Source: an optimization exercise on an open RTL-to-GDS flow (aim: small area). Production flows keep margins and buffers that such runs may drop.
Only simulation tests tie the RTL to the original design; equivalence was not proved.

[flow/design.v]
`timescale 1ns/1ns
module con_5x5(
	input rst_n,
	input clk,
	input ena,
	input [15:0] data,
	output reg valid,
	output reg finish,
	output [15:0] result
	);
	reg [3:0] core_num;
	reg [7:0] pics_num;
	reg [1:0] pics_num_add;
	always @(posedge clk or negedge rst_n) begin
		if (!rst_n) begin
			core_num <= 4'h0;
			pics_num <= 8'h0;
			pics_num_add <= 2'b00;
			finish <= 1'b0;
		end
		else if (ena) begin
			if (core_num < 4'h9)
				core_num <= core_num + 1'b1;
			else if (core_num == 4'h9) begin
				pics_num <= pics_num + 1'b1;
				if (pics_num > 8'h8)
					pics_num_add <= (pics_num_add == 2'd3) ? 2'd1 : pics_num_add + 1'b1;
			end
		end
		else if (pics_num > 8'h50 && pics_num < 8'h55) begin
			pics_num <= pics_num + 1'b1;
			case (pics_num_add)
				2'd3: pics_num_add <= 2'd1;
				2'd2: pics_num_add <= 2'd3;
				2'd1: pics_num_add <= 2'd2;
				default: pics_num_add <= 2'd0;
			endcase
			finish <= (pics_num == 8'h54);
		end
		else begin
			pics_num <= 8'h0;
			pics_num_add <= 2'd0;
			core_num <= 4'h9;
			finish <= 1'b0;
		end
	end
	always @(posedge clk or negedge rst_n) begin
		if (!rst_n) valid <= 1'b0;
		else valid <= (pics_num_add == 2'd3);
	end
	reg [15:0] K [0:8];
	wire kload = ena && (core_num < 4'h9);
	integer q;
	always @(posedge clk) begin
		for (q = 0; q < 8; q = q + 1)
			if (kload && core_num == q) K[q] <= data;
		if (kload) K[8] <= data;
	end
	reg [15:0] b0, b1, b2;
	always @(posedge clk) begin
		b0 <= data;
		b1 <= b0;
		b2 <= b1;
	end
	reg mv;
	reg [1:0] mt;  
	reg [4:0] gg;
	always @(*) begin
		mv = 1'b0;
		mt = 2'd0;
		gg = 5'd0;
		if (pics_num == 8'd3 || pics_num == 8'd6 || pics_num == 8'd9)
			mv = 1'b1;
		else if (pics_num >= 8'd12 && pics_num <= 8'd81 && (pics_num % 3) == 0) begin
			mv = 1'b1;
			gg = (pics_num - 8'd12) / 3;
			case (gg % 10)
				5'd4, 5'd9: mt = 2'd2;
				5'd5, 5'd6, 5'd7, 5'd8: mt = 2'd1;
				default: mt = 2'd0;
			endcase
		end
	end
	reg [15:0] W [0:2][0:2];
	wire [15:0] nw [0:2];
	assign nw[0] = b2;
	assign nw[1] = b1;
	assign nw[2] = b0;
	integer i, j;
	always @(posedge clk) begin
		if (mv) begin
			for (i = 0; i < 3; i = i + 1)
				for (j = 0; j < 3; j = j + 1)
					case (mt)
						2'd0: W[i][j] <= (j == 2) ? nw[i] : W[i][j+1];
						2'd1: W[i][j] <= (j == 0) ? nw[i] : W[i][j-1];
						default: W[i][j] <= (i == 2) ? nw[j] : W[i+1][j];
					endcase
		end
	end
	reg [15:0] ka [0:2];
	reg [15:0] pa [0:2];
	always @(*) begin
		for (i = 0; i < 3; i = i + 1) begin
			case (pics_num_add)
				2'd2: begin ka[i] = K[3*i+1]; pa[i] = W[i][1]; end
				2'd3: begin ka[i] = K[3*i+2]; pa[i] = W[i][2]; end
				default: begin ka[i] = K[3*i]; pa[i] = W[i][0]; end
			endcase
		end
	end
	wire [15:0] t0, t1, t2;
	bmul m0(.a(ka[0]), .b(pa[0]), .t(t0));
	bmul m1(.a(ka[1]), .b(pa[1]), .t(t1));
	bmul m2(.a(ka[2]), .b(pa[2]), .t(t2));
	reg [15:0] acc;
	wire keep = pics_num_add[1];
	always @(posedge clk)
		acc <= (keep ? acc : 16'h0) + t0 + t1 + t2;
	assign result = acc;
endmodule
module bmul(input [15:0] a, input [15:0] b, output [15:0] t);
  wire b8000 = b[15] & ~(|b[14:0]);
  wire b4000 = b[14] & ~(|b[13:0]);
  wire neg0 = a[1];
  wire one0 = a[0] ^ 1'b0;
  wire two0 = (a[1] & ~a[0] & ~1'b0) | (~a[1] & a[0] & 1'b0);
  wire w_n1 = neg0 ^ (one0 & b[0]);
  wire w_n2 = neg0 ^ ((one0 & b[1]) | (two0 & b[0]));
  wire w_n3 = neg0 ^ ((one0 & b[2]) | (two0 & b[1]));
  wire w_n4 = neg0 ^ ((one0 & b[3]) | (two0 & b[2]));
  wire w_n5 = neg0 ^ ((one0 & b[4]) | (two0 & b[3]));
  wire w_n6 = neg0 ^ ((one0 & b[5]) | (two0 & b[4]));
  wire w_n7 = neg0 ^ ((one0 & b[6]) | (two0 & b[5]));
  wire w_n8 = neg0 ^ ((one0 & b[7]) | (two0 & b[6]));
  wire w_n9 = neg0 ^ ((one0 & b[8]) | (two0 & b[7]));
  wire w_n10 = neg0 ^ ((one0 & b[9]) | (two0 & b[8]));
  wire w_n11 = neg0 ^ ((one0 & b[10]) | (two0 & b[9]));
  wire w_n12 = neg0 ^ ((one0 & b[11]) | (two0 & b[10]));
  wire w_n13 = neg0 ^ ((one0 & b[12]) | (two0 & b[11]));
  wire w_n14 = neg0 ^ ((one0 & b[13]) | (two0 & b[12]));
  wire w_n15 = neg0 ^ ((one0 & b[14]) | (two0 & b[13]));
  wire w_n16 = ~(neg0 ^ ((one0 & b[15]) | (two0 & b[14])));
  wire w_n17 = ~(neg0 & ((one0 & b8000) | (two0 & b4000)));
  wire neg1 = a[3];
  wire one1 = a[2] ^ a[1];
  wire two1 = (a[3] & ~a[2] & ~a[1]) | (~a[3] & a[2] & a[1]);
  wire w_n18 = neg1 ^ (one1 & b[0]);
  wire w_n19 = neg1 ^ ((one1 & b[1]) | (two1 & b[0]));
  wire w_n20 = neg1 ^ ((one1 & b[2]) | (two1 & b[1]));
  wire w_n21 = neg1 ^ ((one1 & b[3]) | (two1 & b[2]));
  wire w_n22 = neg1 ^ ((one1 & b[4]) | (two1 & b[3]));
  wire w_n23 = neg1 ^ ((one1 & b[5]) | (two1 & b[4]));
  wire w_n24 = neg1 ^ ((one1 & b[6]) | (two1 & b[5]));
  wire w_n25 = neg1 ^ ((one1 & b[7]) | (two1 & b[6]));
  wire w_n26 = neg1 ^ ((one1 & b[8]) | (two1 & b[7]));
  wire w_n27 = neg1 ^ ((one1 & b[9]) | (two1 & b[8]));
  wire w_n28 = neg1 ^ ((one1 & b[10]) | (two1 & b[9]));
  wire w_n29 = neg1 ^ ((one1 & b[11]) | (two1 & b[10]));
  wire w_n30 = neg1 ^ ((one1 & b[12]) | (two1 & b[11]));
  wire w_n31 = neg1 ^ ((one1 & b[13]) | (two1 & b[12]));
  wire w_n32 = neg1 ^ ((one1 & b[14]) | (two1 & b[13]));
  wire w_n33 = ~(neg1 ^ ((one1 & b[15]) | (two1 & b[14])));
  wire w_n34 = ~(neg1 & ((one1 & b8000) | (two1 & b4000)));
  wire neg2 = a[5];
  wire one2 = a[4] ^ a[3];
  wire two2 = (a[5] & ~a[4] & ~a[3]) | (~a[5] & a[4] & a[3]);
  wire w_n35 = neg2 ^ (one2 & b[0]);
  wire w_n36 = neg2 ^ ((one2 & b[1]) | (two2 & b[0]));
  wire w_n37 = neg2 ^ ((one2 & b[2]) | (two2 & b[1]));
  wire w_n38 = neg2 ^ ((one2 & b[3]) | (two2 & b[2]));
  wire w_n39 = neg2 ^ ((one2 & b[4]) | (two2 & b[3]));
  wire w_n40 = neg2 ^ ((one2 & b[5]) | (two2 & b[4]));
  wire w_n41 = neg2 ^ ((one2 & b[6]) | (two2 & b[5]));
  wire w_n42 = neg2 ^ ((one2 & b[7]) | (two2 & b[6]));
  wire w_n43 = neg2 ^ ((one2 & b[8]) | (two2 & b[7]));
  wire w_n44 = neg2 ^ ((one2 & b[9]) | (two2 & b[8]));
  wire w_n45 = neg2 ^ ((one2 & b[10]) | (two2 & b[9]));
  wire w_n46 = neg2 ^ ((one2 & b[11]) | (two2 & b[10]));
  wire w_n47 = neg2 ^ ((one2 & b[12]) | (two2 & b[11]));
  wire w_n48 = neg2 ^ ((one2 & b[13]) | (two2 & b[12]));
  wire w_n49 = neg2 ^ ((one2 & b[14]) | (two2 & b[13]));
  wire w_n50 = ~(neg2 ^ ((one2 & b[15]) | (two2 & b[14])));
  wire w_n51 = ~(neg2 & ((one2 & b8000) | (two2 & b4000)));
  wire neg3 = a[7];
  wire one3 = a[6] ^ a[5];
  wire two3 = (a[7] & ~a[6] & ~a[5]) | (~a[7] & a[6] & a[5]);
  wire w_n52 = neg3 ^ (one3 & b[0]);
  wire w_n53 = neg3 ^ ((one3 & b[1]) | (two3 & b[0]));
  wire w_n54 = neg3 ^ ((one3 & b[2]) | (two3 & b[1]));
  wire w_n55 = neg3 ^ ((one3 & b[3]) | (two3 & b[2]));
  wire w_n56 = neg3 ^ ((one3 & b[4]) | (two3 & b[3]));
  wire w_n57 = neg3 ^ ((one3 & b[5]) | (two3 & b[4]));
  wire w_n58 = neg3 ^ ((one3 & b[6]) | (two3 & b[5]));
  wire w_n59 = neg3 ^ ((one3 & b[7]) | (two3 & b[6]));
  wire w_n60 = neg3 ^ ((one3 & b[8]) | (two3 & b[7]));
  wire w_n61 = neg3 ^ ((one3 & b[9]) | (two3 & b[8]));
  wire w_n62 = neg3 ^ ((one3 & b[10]) | (two3 & b[9]));
  wire w_n63 = neg3 ^ ((one3 & b[11]) | (two3 & b[10]));
  wire w_n64 = neg3 ^ ((one3 & b[12]) | (two3 & b[11]));
  wire w_n65 = neg3 ^ ((one3 & b[13]) | (two3 & b[12]));
  wire w_n66 = neg3 ^ ((one3 & b[14]) | (two3 & b[13]));
  wire w_n67 = ~(neg3 ^ ((one3 & b[15]) | (two3 & b[14])));
  wire w_n68 = ~(neg3 & ((one3 & b8000) | (two3 & b4000)));
  wire neg4 = a[9];
  wire one4 = a[8] ^ a[7];
  wire two4 = (a[9] & ~a[8] & ~a[7]) | (~a[9] & a[8] & a[7]);
  wire w_n69 = neg4 ^ (one4 & b[0]);
  wire w_n70 = neg4 ^ ((one4 & b[1]) | (two4 & b[0]));
  wire w_n71 = neg4 ^ ((one4 & b[2]) | (two4 & b[1]));
  wire w_n72 = neg4 ^ ((one4 & b[3]) | (two4 & b[2]));
  wire w_n73 = neg4 ^ ((one4 & b[4]) | (two4 & b[3]));
  wire w_n74 = neg4 ^ ((one4 & b[5]) | (two4 & b[4]));
  wire w_n75 = neg4 ^ ((one4 & b[6]) | (two4 & b[5]));
  wire w_n76 = neg4 ^ ((one4 & b[7]) | (two4 & b[6]));
  wire w_n77 = neg4 ^ ((one4 & b[8]) | (two4 & b[7]));
  wire w_n78 = neg4 ^ ((one4 & b[9]) | (two4 & b[8]));
  wire w_n79 = neg4 ^ ((one4 & b[10]) | (two4 & b[9]));
  wire w_n80 = neg4 ^ ((one4 & b[11]) | (two4 & b[10]));
  wire w_n81 = neg4 ^ ((one4 & b[12]) | (two4 & b[11]));
  wire w_n82 = neg4 ^ ((one4 & b[13]) | (two4 & b[12]));
  wire w_n83 = neg4 ^ ((one4 & b[14]) | (two4 & b[13]));
  wire w_n84 = ~(neg4 ^ ((one4 & b[15]) | (two4 & b[14])));
  wire w_n85 = ~(neg4 & ((one4 & b8000) | (two4 & b4000)));
  wire neg5 = a[11];
  wire one5 = a[10] ^ a[9];
  wire two5 = (a[11] & ~a[10] & ~a[9]) | (~a[11] & a[10] & a[9]);
  wire w_n86 = neg5 ^ (one5 & b[0]);
  wire w_n87 = neg5 ^ ((one5 & b[1]) | (two5 & b[0]));
  wire w_n88 = neg5 ^ ((one5 & b[2]) | (two5 & b[1]));
  wire w_n89 = neg5 ^ ((one5 & b[3]) | (two5 & b[2]));
  wire w_n90 = neg5 ^ ((one5 & b[4]) | (two5 & b[3]));
  wire w_n91 = neg5 ^ ((one5 & b[5]) | (two5 & b[4]));
  wire w_n92 = neg5 ^ ((one5 & b[6]) | (two5 & b[5]));
  wire w_n93 = neg5 ^ ((one5 & b[7]) | (two5 & b[6]));
  wire w_n94 = neg5 ^ ((one5 & b[8]) | (two5 & b[7]));
  wire w_n95 = neg5 ^ ((one5 & b[9]) | (two5 & b[8]));
  wire w_n96 = neg5 ^ ((one5 & b[10]) | (two5 & b[9]));
  wire w_n97 = neg5 ^ ((one5 & b[11]) | (two5 & b[10]));
  wire w_n98 = neg5 ^ ((one5 & b[12]) | (two5 & b[11]));
  wire w_n99 = neg5 ^ ((one5 & b[13]) | (two5 & b[12]));
  wire w_n100 = neg5 ^ ((one5 & b[14]) | (two5 & b[13]));
  wire w_n101 = ~(neg5 ^ ((one5 & b[15]) | (two5 & b[14])));
  wire w_n102 = ~(neg5 & ((one5 & b8000) | (two5 & b4000)));
  wire neg6 = a[13];
  wire one6 = a[12] ^ a[11];
  wire two6 = (a[13] & ~a[12] & ~a[11]) | (~a[13] & a[12] & a[11]);
  wire w_n103 = neg6 ^ (one6 & b[0]);
  wire w_n104 = neg6 ^ ((one6 & b[1]) | (two6 & b[0]));
  wire w_n105 = neg6 ^ ((one6 & b[2]) | (two6 & b[1]));
  wire w_n106 = neg6 ^ ((one6 & b[3]) | (two6 & b[2]));
  wire w_n107 = neg6 ^ ((one6 & b[4]) | (two6 & b[3]));
  wire w_n108 = neg6 ^ ((one6 & b[5]) | (two6 & b[4]));
  wire w_n109 = neg6 ^ ((one6 & b[6]) | (two6 & b[5]));
  wire w_n110 = neg6 ^ ((one6 & b[7]) | (two6 & b[6]));
  wire w_n111 = neg6 ^ ((one6 & b[8]) | (two6 & b[7]));
  wire w_n112 = neg6 ^ ((one6 & b[9]) | (two6 & b[8]));
  wire w_n113 = neg6 ^ ((one6 & b[10]) | (two6 & b[9]));
  wire w_n114 = neg6 ^ ((one6 & b[11]) | (two6 & b[10]));
  wire w_n115 = neg6 ^ ((one6 & b[12]) | (two6 & b[11]));
  wire w_n116 = neg6 ^ ((one6 & b[13]) | (two6 & b[12]));
  wire w_n117 = neg6 ^ ((one6 & b[14]) | (two6 & b[13]));
  wire w_n118 = ~(neg6 ^ ((one6 & b[15]) | (two6 & b[14])));
  wire w_n119 = ~(neg6 & ((one6 & b8000) | (two6 & b4000)));
  wire neg7 = a[15];
  wire one7 = a[14] ^ a[13];
  wire two7 = (a[15] & ~a[14] & ~a[13]) | (~a[15] & a[14] & a[13]);
  wire w_n120 = neg7 ^ (one7 & b[0]);
  wire w_n121 = neg7 ^ ((one7 & b[1]) | (two7 & b[0]));
  wire w_n122 = neg7 ^ ((one7 & b[2]) | (two7 & b[1]));
  wire w_n123 = neg7 ^ ((one7 & b[3]) | (two7 & b[2]));
  wire w_n124 = neg7 ^ ((one7 & b[4]) | (two7 & b[3]));
  wire w_n125 = neg7 ^ ((one7 & b[5]) | (two7 & b[4]));
  wire w_n126 = neg7 ^ ((one7 & b[6]) | (two7 & b[5]));
  wire w_n127 = neg7 ^ ((one7 & b[7]) | (two7 & b[6]));
  wire w_n128 = neg7 ^ ((one7 & b[8]) | (two7 & b[7]));
  wire w_n129 = neg7 ^ ((one7 & b[9]) | (two7 & b[8]));
  wire w_n130 = neg7 ^ ((one7 & b[10]) | (two7 & b[9]));
  wire w_n131 = neg7 ^ ((one7 & b[11]) | (two7 & b[10]));
  wire w_n132 = neg7 ^ ((one7 & b[12]) | (two7 & b[11]));
  wire w_n133 = neg7 ^ ((one7 & b[13]) | (two7 & b[12]));
  wire w_n134 = neg7 ^ ((one7 & b[14]) | (two7 & b[13]));
  wire w_n135 = ~(neg7 ^ ((one7 & b[15]) | (two7 & b[14])));
  wire w_n136 = ~(neg7 & ((one7 & b8000) | (two7 & b4000)));
  wire w_n137 = w_n11 ^ w_n26;
  wire w_n138 = w_n11 & w_n26;
  wire w_n139 = w_n12 ^ w_n27;
  wire w_n140 = w_n12 & w_n27;
  wire w_n141 = w_n13 ^ w_n28 ^ w_n43;
  wire w_n142 = (w_n13 & w_n28) | (w_n13 & w_n43) | (w_n28 & w_n43);
  wire w_n143 = w_n58 ^ w_n73;
  wire w_n144 = w_n58 & w_n73;
  wire w_n145 = w_n14 ^ w_n29 ^ w_n44;
  wire w_n146 = (w_n14 & w_n29) | (w_n14 & w_n44) | (w_n29 & w_n44);
  wire w_n147 = w_n59 ^ w_n74;
  wire w_n148 = w_n59 & w_n74;
  wire w_n149 = w_n15 ^ w_n30 ^ w_n45;
  wire w_n150 = (w_n15 & w_n30) | (w_n15 & w_n45) | (w_n30 & w_n45);
  wire w_n151 = w_n60 ^ w_n75 ^ w_n90;
  wire w_n152 = (w_n60 & w_n75) | (w_n60 & w_n90) | (w_n75 & w_n90);
  wire w_n153 = w_n105 ^ w_n120;
  wire w_n154 = w_n105 & w_n120;
  wire w_n155 = w_n16 ^ w_n31 ^ w_n46;
  wire w_n156 = (w_n16 & w_n31) | (w_n16 & w_n46) | (w_n31 & w_n46);
  wire w_n157 = w_n61 ^ w_n76 ^ w_n91;
  wire w_n158 = (w_n61 & w_n76) | (w_n61 & w_n91) | (w_n76 & w_n91);
  wire w_n159 = w_n106 ^ w_n121 ^ 1'b1;
  wire w_n160 = (w_n106 & w_n121) | (w_n106 & 1'b1) | (w_n121 & 1'b1);
  wire w_n161 = w_n17 ^ w_n32 ^ w_n47;
  wire w_n162 = (w_n17 & w_n32) | (w_n17 & w_n47) | (w_n32 & w_n47);
  wire w_n163 = w_n62 ^ w_n77 ^ w_n92;
  wire w_n164 = (w_n62 & w_n77) | (w_n62 & w_n92) | (w_n77 & w_n92);
  wire w_n165 = w_n107 ^ w_n122;
  wire w_n166 = w_n107 & w_n122;
  wire w_n167 = w_n33 ^ w_n48 ^ w_n63;
  wire w_n168 = (w_n33 & w_n48) | (w_n33 & w_n63) | (w_n48 & w_n63);
  wire w_n169 = w_n78 ^ w_n93 ^ w_n108;
  wire w_n170 = (w_n78 & w_n93) | (w_n78 & w_n108) | (w_n93 & w_n108);
  wire w_n171 = w_n34 ^ w_n49 ^ w_n64;
  wire w_n172 = (w_n34 & w_n49) | (w_n34 & w_n64) | (w_n49 & w_n64);
  wire w_n173 = w_n79 ^ w_n94;
  wire w_n174 = w_n79 & w_n94;
  wire w_n175 = w_n50 ^ w_n65 ^ w_n80;
  wire w_n176 = (w_n50 & w_n65) | (w_n50 & w_n80) | (w_n65 & w_n80);
  wire w_n177 = w_n51 ^ w_n66;
  wire w_n178 = w_n51 & w_n66;
  wire w_n179 = w_n7 ^ w_n22;
  wire w_n180 = w_n7 & w_n22;
  wire w_n181 = w_n8 ^ w_n23;
  wire w_n182 = w_n8 & w_n23;
  wire w_n183 = w_n9 ^ w_n24 ^ w_n39;
  wire w_n184 = (w_n9 & w_n24) | (w_n9 & w_n39) | (w_n24 & w_n39);
  wire w_n185 = w_n54 ^ w_n69;
  wire w_n186 = w_n54 & w_n69;
  wire w_n187 = w_n10 ^ w_n25 ^ w_n40;
  wire w_n188 = (w_n10 & w_n25) | (w_n10 & w_n40) | (w_n25 & w_n40);
  wire w_n189 = w_n55 ^ w_n70;
  wire w_n190 = w_n55 & w_n70;
  wire w_n191 = w_n137 ^ w_n41 ^ w_n56;
  wire w_n192 = (w_n137 & w_n41) | (w_n137 & w_n56) | (w_n41 & w_n56);
  wire w_n193 = w_n71 ^ w_n86 ^ neg5;
  wire w_n194 = (w_n71 & w_n86) | (w_n71 & neg5) | (w_n86 & neg5);
  wire w_n195 = w_n138 ^ w_n139 ^ w_n42;
  wire w_n196 = (w_n138 & w_n139) | (w_n138 & w_n42) | (w_n139 & w_n42);
  wire w_n197 = w_n57 ^ w_n72 ^ w_n87;
  wire w_n198 = (w_n57 & w_n72) | (w_n57 & w_n87) | (w_n72 & w_n87);
  wire w_n199 = w_n140 ^ w_n141 ^ w_n143;
  wire w_n200 = (w_n140 & w_n141) | (w_n140 & w_n143) | (w_n141 & w_n143);
  wire w_n201 = w_n88 ^ w_n103 ^ neg6;
  wire w_n202 = (w_n88 & w_n103) | (w_n88 & neg6) | (w_n103 & neg6);
  wire w_n203 = w_n142 ^ w_n144 ^ w_n145;
  wire w_n204 = (w_n142 & w_n144) | (w_n142 & w_n145) | (w_n144 & w_n145);
  wire w_n205 = w_n147 ^ w_n89 ^ w_n104;
  wire w_n206 = (w_n147 & w_n89) | (w_n147 & w_n104) | (w_n89 & w_n104);
  wire w_n207 = w_n146 ^ w_n148 ^ w_n149;
  wire w_n208 = (w_n146 & w_n148) | (w_n146 & w_n149) | (w_n148 & w_n149);
  wire w_n209 = w_n151 ^ w_n153 ^ neg7;
  wire w_n210 = (w_n151 & w_n153) | (w_n151 & neg7) | (w_n153 & neg7);
  wire w_n211 = w_n150 ^ w_n152 ^ w_n154;
  wire w_n212 = (w_n150 & w_n152) | (w_n150 & w_n154) | (w_n152 & w_n154);
  wire w_n213 = w_n155 ^ w_n157 ^ w_n159;
  wire w_n214 = (w_n155 & w_n157) | (w_n155 & w_n159) | (w_n157 & w_n159);
  wire w_n215 = w_n156 ^ w_n158 ^ w_n160;
  wire w_n216 = (w_n156 & w_n158) | (w_n156 & w_n160) | (w_n158 & w_n160);
  wire w_n217 = w_n161 ^ w_n163 ^ w_n165;
  wire w_n218 = (w_n161 & w_n163) | (w_n161 & w_n165) | (w_n163 & w_n165);
  wire w_n219 = w_n162 ^ w_n164 ^ w_n166;
  wire w_n220 = (w_n162 & w_n164) | (w_n162 & w_n166) | (w_n164 & w_n166);
  wire w_n221 = w_n167 ^ w_n169 ^ w_n123;
  wire w_n222 = (w_n167 & w_n169) | (w_n167 & w_n123) | (w_n169 & w_n123);
  wire w_n223 = w_n168 ^ w_n170 ^ w_n171;
  wire w_n224 = (w_n168 & w_n170) | (w_n168 & w_n171) | (w_n170 & w_n171);
  wire w_n225 = w_n173 ^ w_n109 ^ w_n124;
  wire w_n226 = (w_n173 & w_n109) | (w_n173 & w_n124) | (w_n109 & w_n124);
  wire w_n227 = w_n172 ^ w_n174 ^ w_n175;
  wire w_n228 = (w_n172 & w_n174) | (w_n172 & w_n175) | (w_n174 & w_n175);
  wire w_n229 = w_n95 ^ w_n110 ^ w_n125;
  wire w_n230 = (w_n95 & w_n110) | (w_n95 & w_n125) | (w_n110 & w_n125);
  wire w_n231 = w_n176 ^ w_n177 ^ w_n81;
  wire w_n232 = (w_n176 & w_n177) | (w_n176 & w_n81) | (w_n177 & w_n81);
  wire w_n233 = w_n96 ^ w_n111 ^ w_n126;
  wire w_n234 = (w_n96 & w_n111) | (w_n96 & w_n126) | (w_n111 & w_n126);
  wire w_n235 = w_n178 ^ w_n67 ^ w_n82;
  wire w_n236 = (w_n178 & w_n67) | (w_n178 & w_n82) | (w_n67 & w_n82);
  wire w_n237 = w_n97 ^ w_n112 ^ w_n127;
  wire w_n238 = (w_n97 & w_n112) | (w_n97 & w_n127) | (w_n112 & w_n127);
  wire w_n239 = w_n68 ^ w_n83 ^ w_n98;
  wire w_n240 = (w_n68 & w_n83) | (w_n68 & w_n98) | (w_n83 & w_n98);
  wire w_n241 = w_n113 ^ w_n128;
  wire w_n242 = w_n113 & w_n128;
  wire w_n243 = w_n84 ^ w_n99 ^ w_n114;
  wire w_n244 = (w_n84 & w_n99) | (w_n84 & w_n114) | (w_n99 & w_n114);
  wire w_n245 = w_n85 ^ w_n100;
  wire w_n246 = w_n85 & w_n100;
  wire w_n247 = w_n5 ^ w_n20;
  wire w_n248 = w_n5 & w_n20;
  wire w_n249 = w_n6 ^ w_n21;
  wire w_n250 = w_n6 & w_n21;
  wire w_n251 = w_n179 ^ w_n37 ^ w_n52;
  wire w_n252 = (w_n179 & w_n37) | (w_n179 & w_n52) | (w_n37 & w_n52);
  wire w_n253 = w_n180 ^ w_n181 ^ w_n38;
  wire w_n254 = (w_n180 & w_n181) | (w_n180 & w_n38) | (w_n181 & w_n38);
  wire w_n255 = w_n182 ^ w_n183 ^ w_n185;
  wire w_n256 = (w_n182 & w_n183) | (w_n182 & w_n185) | (w_n183 & w_n185);
  wire w_n257 = w_n184 ^ w_n186 ^ w_n187;
  wire w_n258 = (w_n184 & w_n186) | (w_n184 & w_n187) | (w_n186 & w_n187);
  wire w_n259 = w_n188 ^ w_n190 ^ w_n191;
  wire w_n260 = (w_n188 & w_n190) | (w_n188 & w_n191) | (w_n190 & w_n191);
  wire w_n261 = w_n192 ^ w_n194 ^ w_n195;
  wire w_n262 = (w_n192 & w_n194) | (w_n192 & w_n195) | (w_n194 & w_n195);
  wire w_n263 = w_n196 ^ w_n198 ^ w_n199;
  wire w_n264 = (w_n196 & w_n198) | (w_n196 & w_n199) | (w_n198 & w_n199);
  wire w_n265 = w_n200 ^ w_n202 ^ w_n203;
  wire w_n266 = (w_n200 & w_n202) | (w_n200 & w_n203) | (w_n202 & w_n203);
  wire w_n267 = w_n204 ^ w_n206 ^ w_n207;
  wire w_n268 = (w_n204 & w_n206) | (w_n204 & w_n207) | (w_n206 & w_n207);
  wire w_n269 = w_n208 ^ w_n210 ^ w_n211;
  wire w_n270 = (w_n208 & w_n210) | (w_n208 & w_n211) | (w_n210 & w_n211);
  wire w_n271 = w_n212 ^ w_n214 ^ w_n215;
  wire w_n272 = (w_n212 & w_n214) | (w_n212 & w_n215) | (w_n214 & w_n215);
  wire w_n273 = w_n216 ^ w_n218 ^ w_n219;
  wire w_n274 = (w_n216 & w_n218) | (w_n216 & w_n219) | (w_n218 & w_n219);
  wire w_n275 = w_n220 ^ w_n222 ^ w_n223;
  wire w_n276 = (w_n220 & w_n222) | (w_n220 & w_n223) | (w_n222 & w_n223);
  wire w_n277 = w_n224 ^ w_n226 ^ w_n227;
  wire w_n278 = (w_n224 & w_n226) | (w_n224 & w_n227) | (w_n226 & w_n227);
  wire w_n279 = w_n228 ^ w_n230 ^ w_n231;
  wire w_n280 = (w_n228 & w_n230) | (w_n228 & w_n231) | (w_n230 & w_n231);
  wire w_n281 = w_n232 ^ w_n234 ^ w_n235;
  wire w_n282 = (w_n232 & w_n234) | (w_n232 & w_n235) | (w_n234 & w_n235);
  wire w_n283 = w_n236 ^ w_n238 ^ w_n239;
  wire w_n284 = (w_n236 & w_n238) | (w_n236 & w_n239) | (w_n238 & w_n239);
  wire w_n285 = w_n240 ^ w_n242 ^ w_n243;
  wire w_n286 = (w_n240 & w_n242) | (w_n240 & w_n243) | (w_n242 & w_n243);
  wire w_n287 = w_n244 ^ w_n245 ^ w_n115;
  wire w_n288 = (w_n244 & w_n245) | (w_n244 & w_n115) | (w_n245 & w_n115);
  wire w_n289 = w_n246 ^ w_n101 ^ w_n116;
  wire w_n290 = (w_n246 & w_n101) | (w_n246 & w_n116) | (w_n101 & w_n116);
  wire w_n291 = w_n102 ^ w_n117;
  wire w_n292 = w_n102 & w_n117;
  wire w_n293 = w_n3 ^ w_n18;
  wire w_n294 = w_n3 & w_n18;
  wire w_n295 = w_n4 ^ w_n19;
  wire w_n296 = w_n4 & w_n19;
  wire w_n297 = w_n247 ^ w_n35 ^ neg2;
  wire w_n298 = (w_n247 & w_n35) | (w_n247 & neg2) | (w_n35 & neg2);
  wire w_n299 = w_n248 ^ w_n249 ^ w_n36;
  wire w_n300 = (w_n248 & w_n249) | (w_n248 & w_n36) | (w_n249 & w_n36);
  wire w_n301 = w_n250 ^ w_n251 ^ neg3;
  wire w_n302 = (w_n250 & w_n251) | (w_n250 & neg3) | (w_n251 & neg3);
  wire w_n303 = w_n252 ^ w_n253 ^ w_n53;
  wire w_n304 = (w_n252 & w_n253) | (w_n252 & w_n53) | (w_n253 & w_n53);
  wire w_n305 = w_n254 ^ w_n255 ^ neg4;
  wire w_n306 = (w_n254 & w_n255) | (w_n254 & neg4) | (w_n255 & neg4);
  wire w_n307 = w_n256 ^ w_n257 ^ w_n189;
  wire w_n308 = (w_n256 & w_n257) | (w_n256 & w_n189) | (w_n257 & w_n189);
  wire w_n309 = w_n258 ^ w_n259 ^ w_n193;
  wire w_n310 = (w_n258 & w_n259) | (w_n258 & w_n193) | (w_n259 & w_n193);
  wire w_n311 = w_n260 ^ w_n261 ^ w_n197;
  wire w_n312 = (w_n260 & w_n261) | (w_n260 & w_n197) | (w_n261 & w_n197);
  wire w_n313 = w_n262 ^ w_n263 ^ w_n201;
  wire w_n314 = (w_n262 & w_n263) | (w_n262 & w_n201) | (w_n263 & w_n201);
  wire w_n315 = w_n264 ^ w_n265 ^ w_n205;
  wire w_n316 = (w_n264 & w_n265) | (w_n264 & w_n205) | (w_n265 & w_n205);
  wire w_n317 = w_n266 ^ w_n267 ^ w_n209;
  wire w_n318 = (w_n266 & w_n267) | (w_n266 & w_n209) | (w_n267 & w_n209);
  wire w_n319 = w_n268 ^ w_n269 ^ w_n213;
  wire w_n320 = (w_n268 & w_n269) | (w_n268 & w_n213) | (w_n269 & w_n213);
  wire w_n321 = w_n270 ^ w_n271 ^ w_n217;
  wire w_n322 = (w_n270 & w_n271) | (w_n270 & w_n217) | (w_n271 & w_n217);
  wire w_n323 = w_n272 ^ w_n273 ^ w_n221;
  wire w_n324 = (w_n272 & w_n273) | (w_n272 & w_n221) | (w_n273 & w_n221);
  wire w_n325 = w_n274 ^ w_n275 ^ w_n225;
  wire w_n326 = (w_n274 & w_n275) | (w_n274 & w_n225) | (w_n275 & w_n225);
  wire w_n327 = w_n276 ^ w_n277 ^ w_n229;
  wire w_n328 = (w_n276 & w_n277) | (w_n276 & w_n229) | (w_n277 & w_n229);
  wire w_n329 = w_n278 ^ w_n279 ^ w_n233;
  wire w_n330 = (w_n278 & w_n279) | (w_n278 & w_n233) | (w_n279 & w_n233);
  wire w_n331 = w_n280 ^ w_n281 ^ w_n237;
  wire w_n332 = (w_n280 & w_n281) | (w_n280 & w_n237) | (w_n281 & w_n237);
  wire w_n333 = w_n282 ^ w_n283 ^ w_n241;
  wire w_n334 = (w_n282 & w_n283) | (w_n282 & w_n241) | (w_n283 & w_n241);
  wire w_n335 = w_n284 ^ w_n285 ^ w_n129;
  wire w_n336 = (w_n284 & w_n285) | (w_n284 & w_n129) | (w_n285 & w_n129);
  wire w_n337 = w_n286 ^ w_n287 ^ w_n130;
  wire w_n338 = (w_n286 & w_n287) | (w_n286 & w_n130) | (w_n287 & w_n130);
  wire w_n339 = w_n288 ^ w_n289 ^ w_n131;
  wire w_n340 = (w_n288 & w_n289) | (w_n288 & w_n131) | (w_n289 & w_n131);
  wire w_n341 = w_n290 ^ w_n291 ^ w_n132;
  wire w_n342 = (w_n290 & w_n291) | (w_n290 & w_n132) | (w_n291 & w_n132);
  wire w_n343 = w_n292 ^ w_n118 ^ w_n133;
  wire w_n344 = (w_n292 & w_n118) | (w_n292 & w_n133) | (w_n118 & w_n133);
  wire w_n345 = w_n119 ^ w_n134;
  wire w_n346 = w_n119 & w_n134;
  wire w_n347 = w_n1 & neg0;
  wire w_n348 = w_n2 & w_n347;
  wire w_n349 = (w_n293 & neg1) | (w_n293 & w_n348) | (neg1 & w_n348);
  wire w_n350 = (w_n294 & w_n295) | (w_n294 & w_n349) | (w_n295 & w_n349);
  wire w_n351 = (w_n296 & w_n297) | (w_n296 & w_n350) | (w_n297 & w_n350);
  wire w_n352 = (w_n298 & w_n299) | (w_n298 & w_n351) | (w_n299 & w_n351);
  wire w_n353 = (w_n300 & w_n301) | (w_n300 & w_n352) | (w_n301 & w_n352);
  wire w_n354 = (w_n302 & w_n303) | (w_n302 & w_n353) | (w_n303 & w_n353);
  wire w_n355 = (w_n304 & w_n305) | (w_n304 & w_n354) | (w_n305 & w_n354);
  wire w_n356 = (w_n306 & w_n307) | (w_n306 & w_n355) | (w_n307 & w_n355);
  wire w_n357 = (w_n308 & w_n309) | (w_n308 & w_n356) | (w_n309 & w_n356);
  wire w_n358 = (w_n310 & w_n311) | (w_n310 & w_n357) | (w_n311 & w_n357);
  wire w_n359 = w_n312 ^ w_n313 ^ w_n358;
  wire w_n360 = (w_n312 & w_n313) | (w_n312 & w_n358) | (w_n313 & w_n358);
  wire w_n361 = w_n314 ^ w_n315 ^ w_n360;
  wire w_n362 = (w_n314 & w_n315) | (w_n314 & w_n360) | (w_n315 & w_n360);
  wire w_n363 = w_n316 ^ w_n317 ^ w_n362;
  wire w_n364 = (w_n316 & w_n317) | (w_n316 & w_n362) | (w_n317 & w_n362);
  wire w_n365 = w_n318 ^ w_n319 ^ w_n364;
  wire w_n366 = (w_n318 & w_n319) | (w_n318 & w_n364) | (w_n319 & w_n364);
  wire w_n367 = w_n320 ^ w_n321 ^ w_n366;
  wire w_n368 = (w_n320 & w_n321) | (w_n320 & w_n366) | (w_n321 & w_n366);
  wire w_n369 = w_n322 ^ w_n323 ^ w_n368;
  wire w_n370 = (w_n322 & w_n323) | (w_n322 & w_n368) | (w_n323 & w_n368);
  wire w_n371 = w_n324 ^ w_n325 ^ w_n370;
  wire w_n372 = (w_n324 & w_n325) | (w_n324 & w_n370) | (w_n325 & w_n370);
  wire w_n373 = w_n326 ^ w_n327 ^ w_n372;
  wire w_n374 = (w_n326 & w_n327) | (w_n326 & w_n372) | (w_n327 & w_n372);
  wire w_n375 = w_n328 ^ w_n329 ^ w_n374;
  wire w_n376 = (w_n328 & w_n329) | (w_n328 & w_n374) | (w_n329 & w_n374);
  wire w_n377 = w_n330 ^ w_n331 ^ w_n376;
  wire w_n378 = (w_n330 & w_n331) | (w_n330 & w_n376) | (w_n331 & w_n376);
  wire w_n379 = w_n332 ^ w_n333 ^ w_n378;
  wire w_n380 = (w_n332 & w_n333) | (w_n332 & w_n378) | (w_n333 & w_n378);
  wire w_n381 = w_n334 ^ w_n335 ^ w_n380;
  wire w_n382 = (w_n334 & w_n335) | (w_n334 & w_n380) | (w_n335 & w_n380);
  wire w_n383 = w_n336 ^ w_n337 ^ w_n382;
  wire w_n384 = (w_n336 & w_n337) | (w_n336 & w_n382) | (w_n337 & w_n382);
  wire w_n385 = w_n338 ^ w_n339 ^ w_n384;
  wire w_n386 = (w_n338 & w_n339) | (w_n338 & w_n384) | (w_n339 & w_n384);
  wire w_n387 = w_n340 ^ w_n341 ^ w_n386;
  wire w_n388 = (w_n340 & w_n341) | (w_n340 & w_n386) | (w_n341 & w_n386);
  wire w_n389 = (w_n342 & w_n343) | (w_n342 & w_n388) | (w_n343 & w_n388);
  wire w_n390 = (w_n344 & w_n345) | (w_n344 & w_n389) | (w_n345 & w_n389);
  wire w_n391 = (w_n346 & w_n135) | (w_n346 & w_n390) | (w_n135 & w_n390);
  wire w_n392 = w_n136 ^ w_n391;
  assign t = {w_n392, w_n387, w_n385, w_n383, w_n381, w_n379, w_n377, w_n375, w_n373, w_n371, w_n369, w_n367, w_n365, w_n363, w_n361, w_n359};
endmodule
[flow/run.sh]
#!/bin/bash
# synth_recipe.tcl (not shown) runs the flow's synth.tcl, then flattens the netlist and writes it again
# the make line also repeats each setting of config.mk as NAME=value (left out here)
make -C /OpenROAD-flow-scripts/flow DESIGN_CONFIG=/design/flow/config.mk WORK_HOME=/design/flow/orfs CLKGATE_MAP_FILE= SYNTH_SCRIPT=/design/flow/synth_recipe.tcl finish
[flow/config.mk]
export PLATFORM = sky130hd
export DESIGN_NAME = con_5x5
export DESIGN_NICKNAME = con_5x5
export VERILOG_FILES = /design/flow/design.v
export SDC_FILE = /design/flow/constraint.sdc
export NUM_CORES = 4
export LEC_CHECK = 0
export ABC_AREA = 1
export CAP_MARGIN = 20
export CORE_MARGIN = 2
export CORE_UTILIZATION = 40
export SLEW_MARGIN = 20
[flow/constraint.sdc]
create_clock -name core_clock -period 14.0 [get_ports {clk}]
set_input_delay 2.8000 -clock core_clock [delete_from_list [all_inputs] [get_ports {clk}]]
set_output_delay 2.8000 -clock core_clock [all_outputs]
set_load 0.01 [all_outputs]
==> summary.txt <==
-- registers in the layout, summed over array words and instances (netlist names) --
signal,flops
core_num,4
valid,1
b1,16
W,144
finish,1
K,144
pics_num_add,2
acc,16
b0,16
b2,16
pics_num,8
-- routing by layer --
metal	part of all wire (%)	up-vias	wire length, um
li1	-	12800	-
met3	7.0	134	6750
met4	3.2	0	3110
met1	44	13400	42400
met2	46	923	44500
met5	0	-	0
-- critical path: cells and delay by family, from the launching register on --
kind | cells | cell delay (ns)
buf+inv | 11 | 1.62
simple gates | 4 | 0.42
flops | 1 | 0.40
xor+xnor | 2 | 0.34
compound gates | 5 | 1.59
fa+ha+maj | 22 | 8.53
-- through the flow --
stage | utilization, % | setup slack, ns | cell area [um^2]
6_report | 43.9 | 1.01 | 37400
5_1_grt | 43.9 | 0.339 | 37400
4_1_cts | 43.9 | 0.554 | 37400
3_5_place_dp | 42.2 | 0.565 | 35900
3_3_place_gp | 42.2 | 0.670 | 35900
2_1_floorplan | - | 1.21 | 34400
-- cells by family after synthesis --
| group | Yosys count |
|---|---|
| AND/OR/NAND/NOR | 1128 |
| buffers and inverters | 738 |
| AO/OA/AOI/OAI | 719 |
| adder cells (fa/ha/maj) | 429 |
| XOR/XNOR | 398 |
| flip-flops | 368 |
| multiplexers | 1 |
-- Yosys cell counts (all sizes together) (4+ instances only) --
library cell / n
clkinv: 12
o22ai: 337
nor2: 103
xnor2: 14
maj3: 6
o21ai: 139
nand2: 342
ha: 105
inv: 475
nor4: 4
dfxtp: 64
a21oi: 133
clkbuf: 148
or2: 13
dfrtp: 16
a22o: 80
buf: 103
nand3b: 5
o221ai: 7
xor2: 384
o211ai: 5
nand3: 627
nor3: 4
nand4: 23
fa: 318
edfxtp: 288
-- how the worst max path moves through the flow --
stage	start	endpoint	slack, ns	cells after the start
finish	pics_num_add[0]$_DFFE_PN0P_	acc[15]$_DFF_P_	1.01	44
global route	pics_num_add[0]$_DFFE_PN0P_	acc[15]$_DFF_P_	0.34	44
CTS	pics_num_add[0]$_DFFE_PN0P_	acc[15]$_DFF_P_	0.55	42
detailed placement	pics_num_add[0]$_DFFE_PN0P_	acc[15]$_DFF_P_	0.57	42
global placement	pics_num_add[0]$_DFFE_PN0P_	acc[15]$_DFF_P_	0.67	45
floorplan	pics_num_add[1]$_DFFE_PN0P_	acc[15]$_DFF_P_	1.21	51
-- area by class of cell --
class / count / area (um^2)
Timing Repair Buffer: 144 / 1210
Inverter: 487 / 1830
Antenna cell: 4 / 10.0
Fill cell: 8304 / 47700
Clock inverter: 28 / 375
Tap cell: 1144 / 1430
Sequential cell: 368 / 10300
Multi-Input combinational cell: 2675 / 21100
Clock buffer: 47 / 1080
-- what timing repair did --
action | in CTS | in global routing
resized for setup | 0 | 2
endpoints found under the setup margin | 0 | 1
hold endpoints to repair | 0 | 0
==> flow_metrics.py <==
metrics = {
    "grt": {
        "gr-max-usage-layer": "met2",
        "grt_pass1_vias": 26800,
        "grt_first_pass_wirelength_um": 153000,
        "grt_overflow": 0,
        "grt.met1_usage_pct": 30.1,
        "met3_usage_pct": 3.53,
        "gr-usage-all-layers_pct": 21.7,
        "pin_count_of_the_biggest_net_entering_global_routing": 257,
        "antenna_violations_before_repair": 3,
        "grt_use_met2_pct": 34.2,
    },
    "clocking": {
        "cts_inserted_buffers": 41,
        "cts_hold_bufs": 0,
        "cts_buffer_depth": 3,
        "clock_sink_count": 368,
        "clk-insertion-delay-late_ns": 0.60,
        "worst_setup_hold_path_clk_slew_ns": 0.06,
        "post_cts.repair.setup_buffers": 0,
        "cts_htree_levels": 2,
        "cts_root_buffer": "clkbuf_16",
        "cts_tree": "built",
    },
    "yosys": {
        "yosys_register_bits": 368,
        "synth_largest_type_area_fraction_pct": 25.2,
        "synth.net_count": 4223,
        "synth_area_um2": 34400,
        "synth_compound_area_share_pct": 12.9,
        "synth-edff-count": 288,
        "post_synth_num_cell_types": 57,
        "synth_ff_type": "edfxtp_1",
        "avgSynthCellArea_um2": 9.09,
        "synth.area.mux_share_pct": 0.0328,
        "synth-seq-area-share_pct": 30.1,
        "synth_top_family_by_area": "adder cells",
        "synth_adder_area_share_pct": 22.5,
        "gate_count_of_the_mapped_netlist": 3781,
        "post_synth_main_area_contributors": "edfxtp_1 25%, fa_1 19%, xor2_1 9.8%, nand3_1 9.0%, o22ai_1 6.1%",
        "ys.warnings.count": 9,
        "synth_top_area_cell": "edfxtp_1",
        "xor_and_xnor_fraction_of_the_mapped_netlist_area_pct": 10.1,
        "synth_async_sr_flop_share_pct": 4.35,
        "synth_simple_gate_area_share_pct": 15.6,
    },
    "run": {
        "max_cap_violations": 0,
    },
    "setup_path": {
        "timing.critical_path.to_type": "flop",
        "rr_worst_depth": 44,
        "setup.worst_path.class": "flop to flop",
        "critical_path.most_common_cell": "fa_1",
        "flop_to_flop_setup_slack_ns": 1.01,
        "worst-path-max-fanout": 40,
        "slowest_stage": "a21oi_2",
        "cp_slowest_stage_delay_ns": 0.70,
        "timing.rr.end": "acc[15]$_DFF_P_",
        "reg2reg_from": "pics_num_add[0]$_DFFE_PN0P_",
        "cp-start-kind": "flop",
        "critical_path_required_ns": 14.49,
        "critPathArrivalTime_ns": 13.49,
    },
    "sta": {
        "final_period_demand_of_the_worst_path_ns": 12.99,
        "setup_violations": 0,
        "maxSlewViolCount": 0,
        "timing.setup.tns_ns": 0,
        "final_min_period_over_clock_period_pct": 92.8,
        "final_hold_viol_count": 0,
        "finalClockSkew_ns": 0.0499,
        "timing.fmax_mhz": 77.0,
        "timing_worst_slew_pin_value_ns": 1.13,
        "timing.max_slew.rel_slack_pct": 24.6,
        "grt_setup_unrepaired": "false",
        "finalHoldWorstSlack_ns": 0.368,
    },
    "placement": {
        "post-place-cells": 4818,
        "place.detailed.hpwl_um": 68700,
        "gp_congestion": 0.893,
        "io_buffer_count": 36,
    },
    "worst_hold_path": {
        "source_of_the_worst_hold_timing_path": "b0[3]$_DFF_P_",
        "whs_endpoint": "b1[3]$_DFF_P_",
        "min-delay-path-class": "flop to flop",
        "min_path_cells": 0,
    },
    "routing": {
        "drt_pass1_iterations": 6,
        "post_drt_wl_per_cell_um": 19.8,
        "route.vias.total": 27300,
        "detail_route.iter0.violations": 2506,
        "post_drt_via_cell_ratio": 5.57,
        "drtAntennaViolNets": 0,
        "drt_wl_total_um": 96700,
        "number_of_remaining_drc_errors": 0,
    },
    "die": {
        "boundaryPins": 37,
        "core_region_area_um2": 85100,
        "dieWidth_um": 297,
        "die_area_um2": 88300,
        "floorplan.initialDensity_pct": 40.4,
        "num_rows": 107,
        "die-height_um": 297,
    },
    "final_layout": {
        "post_route_cells_drive_above_1_share_pct": 7.23,
        "mostFrequentLayoutCell": "nand3_1",
        "area.growth.synth_to_final_pct": 8.85,
        "total_nets_final": 4159,
        "final_cell_mix": "618 x nand3_1, 453 x inv_1, 384 x xor2_1",
        "layout.cells.non_filler": 4897,
    },
    "status": {
        "status": "complete, no violations",
    },
}

port drivers added, routing unchanged:
Ports are ideal in the flow. The routed layout listed here was re-timed in OpenROAD. Step 1, drivers: a clkbuf_16 drives clk and a buf_2 each remaining input, both assumed. Step 2 times the ports against the registers' clock, not the clock port: input delays grow and output delays shrink by t, the midpoint of the rising clock arrivals with the driver on. Slacks: no drivers / after step 1 / after step 2; pairs: no drivers / after step 1.
shift t [ns]: 0.642
slack for setup (ns): 1.008 / 1.008 / 1.008
latest minus earliest clock arrival (ns): 0.050 / 0.050
slew at the worst register clock pin (ns): 0.09 / 0.09
worst slew at a driven data input, ns: 0.04
After both steps this run still meets setup and hold. The setup slack of this run moves by 0.000 ns with the drivers and by 0.000 ns with both steps.
